This is an optimization exercise on Yosys and OpenROAD, whose aim is small area, not a production implementation. In this exercise RTL edits were held to simulation tests only and were not proved equivalent to the original. Power is estimated from default activity; no workload was simulated.

## rev 12
==> module tm_andn, before the edit <==
module tm_andn(input a, input b, output y);
  assign y = a & ~b;
endmodule
==> module tm_wr_cnt, before the edit <==
module tm_wr_cnt(input sel, input en, input wr, input a3, input a2, output y);
  assign y = sel & en & wr & ~a3 & a2;
endmodule
==> module timerWrapper, before the edit <==
module timerWrapper(PCLK, PENABLE, PSEL, PRESETN, PWRITE, PREADY, PSLVERR,
                    PADDR, PWDATA, PRDATA);
input PCLK, PENABLE, PSEL, PRESETN, PWRITE;
input  [31:0] PWDATA;
input  [7:0] PADDR;
output [31:0] PRDATA;
output PREADY, PSLVERR;
assign PREADY = 1'b1;
assign PSLVERR = 1'b0;
reg [31:0] ovf_n;          
reg [31:0] ctrl_n;         
reg [31:0] cnt_n;          
reg        cnt_inc;        
reg        cnt_zero;       
reg        overflowReset;  
wire wr     = PSEL & PENABLE & PWRITE;
wire wr_ovf = wr & ~PADDR[3] & ~PADDR[2];
wire wr_cnt = wr & ~PADDR[3] &  PADDR[2];
wire wr_ctl = wr &  PADDR[3] & ~PADDR[2];
wire [31:0] wdata_n;
genvar i;
generate
  for (i = 0; i < 32; i = i + 1) begin : wd
    tm_nand2 u(.a(PWDATA[i]), .b(PRESETN), .y(wdata_n[i]));
  end
endgenerate
wire [6:0] bp;
wire [7:0] bcn;
wire       g03, h47;
wire       bp7;   
assign bcn[0] = ~cnt_inc;
tm_nand2 u_bc1(.a(cnt_inc), .b(bp[0]), .y(bcn[1]));
tm_nand3 u_bc2(.a(cnt_inc), .b(bp[0]), .c(bp[1]), .y(bcn[2]));
tm_nand4 u_bc3(.a(cnt_inc), .b(bp[0]), .c(bp[1]), .d(bp[2]), .y(bcn[3]));
tm_and4  u_g03(.a(bp[0]), .b(bp[1]), .c(bp[2]), .d(bp[3]), .y(g03));
tm_nand2 u_bc4(.a(cnt_inc), .b(g03), .y(bcn[4]));
tm_nand3 u_bc5(.a(cnt_inc), .b(g03), .c(bp[4]), .y(bcn[5]));
tm_nand4 u_bc6(.a(cnt_inc), .b(g03), .c(bp[4]), .d(bp[5]), .y(bcn[6]));
tm_and4  u_h47(.a(cnt_inc), .b(bp[4]), .c(bp[5]), .d(bp[6]), .y(h47));
tm_nand2 u_bc7(.a(g03), .b(h47), .y(bcn[7]));
wire [1:0] wr_cnt_h, keep_h;
generate
  for (i = 0; i < 2; i = i + 1) begin : half
    tm_wr_cnt u_w(.sel(PSEL), .en(PENABLE), .wr(PWRITE), .a3(PADDR[3]), .a2(PADDR[2]),
                  .y(wr_cnt_h[i]));
    tm_nor2 u_k(.a(wr_cnt_h[i]), .b(cnt_zero), .y(keep_h[i]));
  end
endgenerate
wire [31:0] cnt_d_n;
wire [31:0] eq;
generate
  for (i = 0; i < 8; i = i + 1) begin : blk
    wire [3:1] t;
    if (i < 7) begin : b
      tm_blk u_c(.cin(bcn[i]), .rn(cnt_n[4*i+3:4*i]), .t(t), .bp(bp[i]));
    end else begin : b
      tm_blk u_c(.cin(bcn[i]), .rn(cnt_n[4*i+3:4*i]), .t(t), .bp(bp7));
    end
    tm_cnt_bitn u_b0(.rn(cnt_n[4*i]), .tn(bcn[i]), .d(PWDATA[4*i]), .wr(wr_cnt_h[i/4]),
                     .keep(keep_h[i/4]), .ovfn(ovf_n[4*i]), .yn(cnt_d_n[4*i]),
                     .e(eq[4*i]));
    tm_cnt_bit u_b1(.rn(cnt_n[4*i+1]), .t(t[1]), .d(PWDATA[4*i+1]), .wr(wr_cnt_h[i/4]),
                    .keep(keep_h[i/4]), .ovfn(ovf_n[4*i+1]), .yn(cnt_d_n[4*i+1]),
                    .e(eq[4*i+1]));
    tm_cnt_bit u_b2(.rn(cnt_n[4*i+2]), .t(t[2]), .d(PWDATA[4*i+2]), .wr(wr_cnt_h[i/4]),
                    .keep(keep_h[i/4]), .ovfn(ovf_n[4*i+2]), .yn(cnt_d_n[4*i+2]),
                    .e(eq[4*i+2]));
    tm_cnt_bit u_b3(.rn(cnt_n[4*i+3]), .t(t[3]), .d(PWDATA[4*i+3]), .wr(wr_cnt_h[i/4]),
                    .keep(keep_h[i/4]), .ovfn(ovf_n[4*i+3]), .yn(cnt_d_n[4*i+3]),
                    .e(eq[4*i+3]));
  end
endgenerate
wire [7:0] eqn1;
wire [3:0] eq2;
wire [1:0] eqn3;
wire       eq_all;
generate
  for (i = 0; i < 8; i = i + 1) begin : cmp1
    tm_nand4 u(.a(eq[4*i]), .b(eq[4*i+1]), .c(eq[4*i+2]), .d(eq[4*i+3]), .y(eqn1[i]));
  end
  for (i = 0; i < 4; i = i + 1) begin : cmp2
    tm_nor2 u(.a(eqn1[2*i]), .b(eqn1[2*i+1]), .y(eq2[i]));
  end
  for (i = 0; i < 2; i = i + 1) begin : cmp3
    tm_nand2 u(.a(eq2[2*i]), .b(eq2[2*i+1]), .y(eqn3[i]));
  end
endgenerate
tm_nor2 u_cmp4(.a(eqn3[0]), .b(eqn3[1]), .y(eq_all));
wire hit = cnt_zero ? &ovf_n : eq_all;
always @(posedge PCLK) begin
  if (wr_ovf | ~PRESETN) ovf_n  <= wdata_n;
  if (wr_ctl | ~PRESETN) ctrl_n <= wdata_n;
  cnt_n <= cnt_d_n;
end
always @(posedge PCLK) begin
  if (~PRESETN) begin
    cnt_inc       <= 1'b0;
    cnt_zero      <= 1'b1;
    overflowReset <= 1'b0;
  end else begin
    overflowReset <= wr_ovf;
    if (overflowReset) begin
      cnt_inc  <= 1'b0;
      cnt_zero <= 1'b1;
    end else if (wr_cnt | ctrl_n[0]) begin
      cnt_inc  <= 1'b0;
      cnt_zero <= 1'b0;
    end else begin
      cnt_inc  <= ~hit;
      cnt_zero <= hit;
    end
  end
end
wire [1:0] sel_ovf, sel_cnt;
generate
  for (i = 0; i < 2; i = i + 1) begin : sel
    tm_nor2 u_o(.a(PADDR[3]), .b(PADDR[2]), .y(sel_ovf[i]));
    tm_andn u_c(.a(PADDR[2]), .b(PADDR[3]), .y(sel_cnt[i]));
  end
  for (i = 0; i < 32; i = i + 1) begin : rd
    tm_rd_bit u_r(.on(ovf_n[i]), .cn(ctrl_n[i]), .rn(cnt_n[i]),
                  .so(sel_ovf[i/16]), .sc(PADDR[3]), .sr(sel_cnt[i/16]), .y(PRDATA[i]));
  end
endgenerate
endmodule
==> flow/config.mk <==
export PLATFORM = sky130hd
export DESIGN_NAME = timerWrapper
export DESIGN_NICKNAME = timerWrapper
export VERILOG_FILES = /design/flow/design.v
export SDC_FILE = /design/flow/constraint.sdc
export NUM_CORES = 4
export LEC_CHECK = 0
export CAP_MARGIN = 10
export CORE_MARGIN = 2
export CORE_UTILIZATION = 50
export GPL_TIMING_DRIVEN = 0
export SLEW_MARGIN = 10
export SYNTH_HIERARCHICAL = 1
==> flow/constraint.sdc <==
create_clock -name core_clock -period 3.0 [get_ports {PCLK}]
set_input_delay 0.6000 -clock core_clock [delete_from_list [all_inputs] [get_ports {PCLK}]]
set_output_delay 0.6000 -clock core_clock [all_outputs]
set_load 0.01 [all_outputs]
standard.sh (not shown) runs the stock make flow with config.mk's settings and CLKGATE_MAP_FILE= SYNTH_SCRIPT=/design/flow/synth_recipe.tcl, a recipe that flattens the netlist after the stock synthesis.
==> flow/flow/run.sh <==
#!/bin/bash
# The standard layout (standard.sh) after the standard synthesis, with
# these changes: port buffers use the smallest buffer cell, the tie cells'
# output buffers too; repair may not use the largest buffers; clock tree
# synthesis adds no dummy loads; power recovery downsizes non-critical gates
# after global routing.
set -euo pipefail
HERE=$(pwd)
bash standard.sh synth > synth.log 2>&1
export BUFFER_PORTS_ARGS="-buffer_cell sky130_fd_sc_hd__buf_1"
for s in FLOORPLAN RESIZE REPAIR_TIMING_POST_PLACE CTS GLOBAL_ROUTE DETAIL_PLACE; do
  export PRE_${s}_TCL="$HERE/flow/dontuse.tcl"
done
export PRE_GLOBAL_PLACE_TCL="$HERE/flow/tiebuf.tcl"
export CTS_ARGS="-sink_clustering_enable -repair_clock_nets -dont_use_dummy_load -buf_list sky130_fd_sc_hd__clkbuf_8"
export RECOVER_POWER=100
bash standard.sh finish > layout.log 2>&1
==> flow/flow/dontuse.tcl <==
# Keep repair from picking the largest buffer cells; trees of smaller ones do.
catch {
  set_dont_use {sky130_fd_sc_hd__buf_16 sky130_fd_sc_hd__buf_12 sky130_fd_sc_hd__buf_8 sky130_fd_sc_hd__buf_6 sky130_fd_sc_hd__bufbuf_16 sky130_fd_sc_hd__bufbuf_8}
}
==> flow/flow/tiebuf.tcl <==
# Synthesis puts a buf_4 between each tie cell and its output port (PREADY,
# PSLVERR); the smallest buffer drives that port as well.
source [file dirname [info script]]/dontuse.tcl
set block [ord::get_db_block]
foreach inst [$block getInsts] {
  if {[[$inst getMaster] getName] ne "sky130_fd_sc_hd__buf_4"} { continue }
  set net [[$inst findITerm A] getNet]
  if {$net eq "NULL"} { continue }
  foreach it [$net getITerms] {
    if {[[[$it getInst] getMaster] getName] eq "sky130_fd_sc_hd__conb_1"} {
      replace_cell [$inst getName] sky130_fd_sc_hd__buf_1
      break
    }
  }
}
The inputs of rev 13 differ from those of rev 12 as listed below.
--- a/flow/design.v
+++ b/flow/design.v
@@ -8,14 +8,8 @@
   assign y = ~(a & b & c & d);
 endmodule
 module tm_nor2(input a, input b, output y);
   assign y = ~(a | b);
-endmodule
-module tm_andn(input a, input b, output y);
-  assign y = a & ~b;
-endmodule
-module tm_wr_cnt(input sel, input en, input wr, input a3, input a2, output y);
-  assign y = sel & en & wr & ~a3 & a2;
 endmodule
 module tm_and4(input a, input b, input c, input d, output y);
   assign y = a & b & c & d;
 endmodule
@@ -80,13 +74,14 @@
 tm_nand3 u_bc5(.a(cnt_inc), .b(g03), .c(bp[4]), .y(bcn[5]));
 tm_nand4 u_bc6(.a(cnt_inc), .b(g03), .c(bp[4]), .d(bp[5]), .y(bcn[6]));
 tm_and4  u_h47(.a(cnt_inc), .b(bp[4]), .c(bp[5]), .d(bp[6]), .y(h47));
 tm_nand2 u_bc7(.a(g03), .b(h47), .y(bcn[7]));
+wire wa_n = ~(PSEL & PENABLE & PWRITE & ~PADDR[3]);
+wire a2_n = ~PADDR[2];
 wire [1:0] wr_cnt_h, keep_h;
 generate
   for (i = 0; i < 2; i = i + 1) begin : half
-    tm_wr_cnt u_w(.sel(PSEL), .en(PENABLE), .wr(PWRITE), .a3(PADDR[3]), .a2(PADDR[2]),
-                  .y(wr_cnt_h[i]));
+    tm_nor2 u_w(.a(wa_n), .b(a2_n), .y(wr_cnt_h[i]));
     tm_nor2 u_k(.a(wr_cnt_h[i]), .b(cnt_zero), .y(keep_h[i]));
   end
 endgenerate
 wire [31:0] cnt_d_n;
@@ -157,9 +152,9 @@
 wire [1:0] sel_ovf, sel_cnt;
 generate
   for (i = 0; i < 2; i = i + 1) begin : sel
     tm_nor2 u_o(.a(PADDR[3]), .b(PADDR[2]), .y(sel_ovf[i]));
-    tm_andn u_c(.a(PADDR[2]), .b(PADDR[3]), .y(sel_cnt[i]));
+    tm_nor2 u_c(.a(PADDR[3]), .b(a2_n), .y(sel_cnt[i]));
   end
   for (i = 0; i < 32; i = i + 1) begin : rd
     tm_rd_bit u_r(.on(ovf_n[i]), .cn(ctrl_n[i]), .rn(cnt_n[i]),
                   .so(sel_ovf[i/16]), .sc(PADDR[3]), .sr(sel_cnt[i/16]), .y(PRDATA[i]));
[summary]
No stage failed in rev 13, and the final checks on the layout all came back clean.
Looking only at quantity of gates resized following cts, and setting everything else aside, the higher value of rev 13 and rev 12 goes to rev 13.
Delta(count of cell instances traversed by the critical path, rev 13 - rev 12) > 0
[compare] base=rev 12 new=rev 13: cell count after synthesis has remained practically unchanged; hold slack has increased; pin slew with the least headroom to its limit has increased; worst slack after detailed placement has decreased.
Taking rev 12 as the reference, in rev 13 worst stage delay on the critical path went up by 310 ps, clock network area share about even.
There was hardly any difference in clock network latency to the later pin of the worst-skew pair between rev 12 and rev 13.
Diff rev 12..rev 13 | power | negligible

-- port drivers added, routing unchanged --
How much do the figures lean on ideal ports? The routed layouts below were timed once more, with nothing changed but the port constraints. Step 1, drivers: a clkbuf_16 drives PCLK and a buf_2 each remaining input, both assumed. Step 2, shift: input delay + t, output delay - t, t = (earliest + latest rising clock arrival at the registers) / 2. This alone moves slack from input paths to output paths. Slacks: ideal ports / drivers / drivers and shift; pairs: ideal ports / drivers.
| run | shift t [ns] | setup slack, ns | worst hold slack (ns) | worst data-port slew with drivers (ns) | pins driven straight from the clock port |
|---|---|---|---|---|---|
| rev 12 | 0.382 | 0.126 / 0.106 / -0.096 | 0.445 / 0.445 / 0.445 | 0.03 | 1 |
| rev 13 | 0.374 | 0.096 / 0.108 / -0.267 | 0.466 / 0.457 / 0.466 | 0.03 | 1 |
Met with ideal ports but missed after step 2: setup timing in rev 12 and rev 13. For rev 13, which loses most, drivers alone change the setup slack by +0.012 ns; drivers and shift together by -0.363 ns.
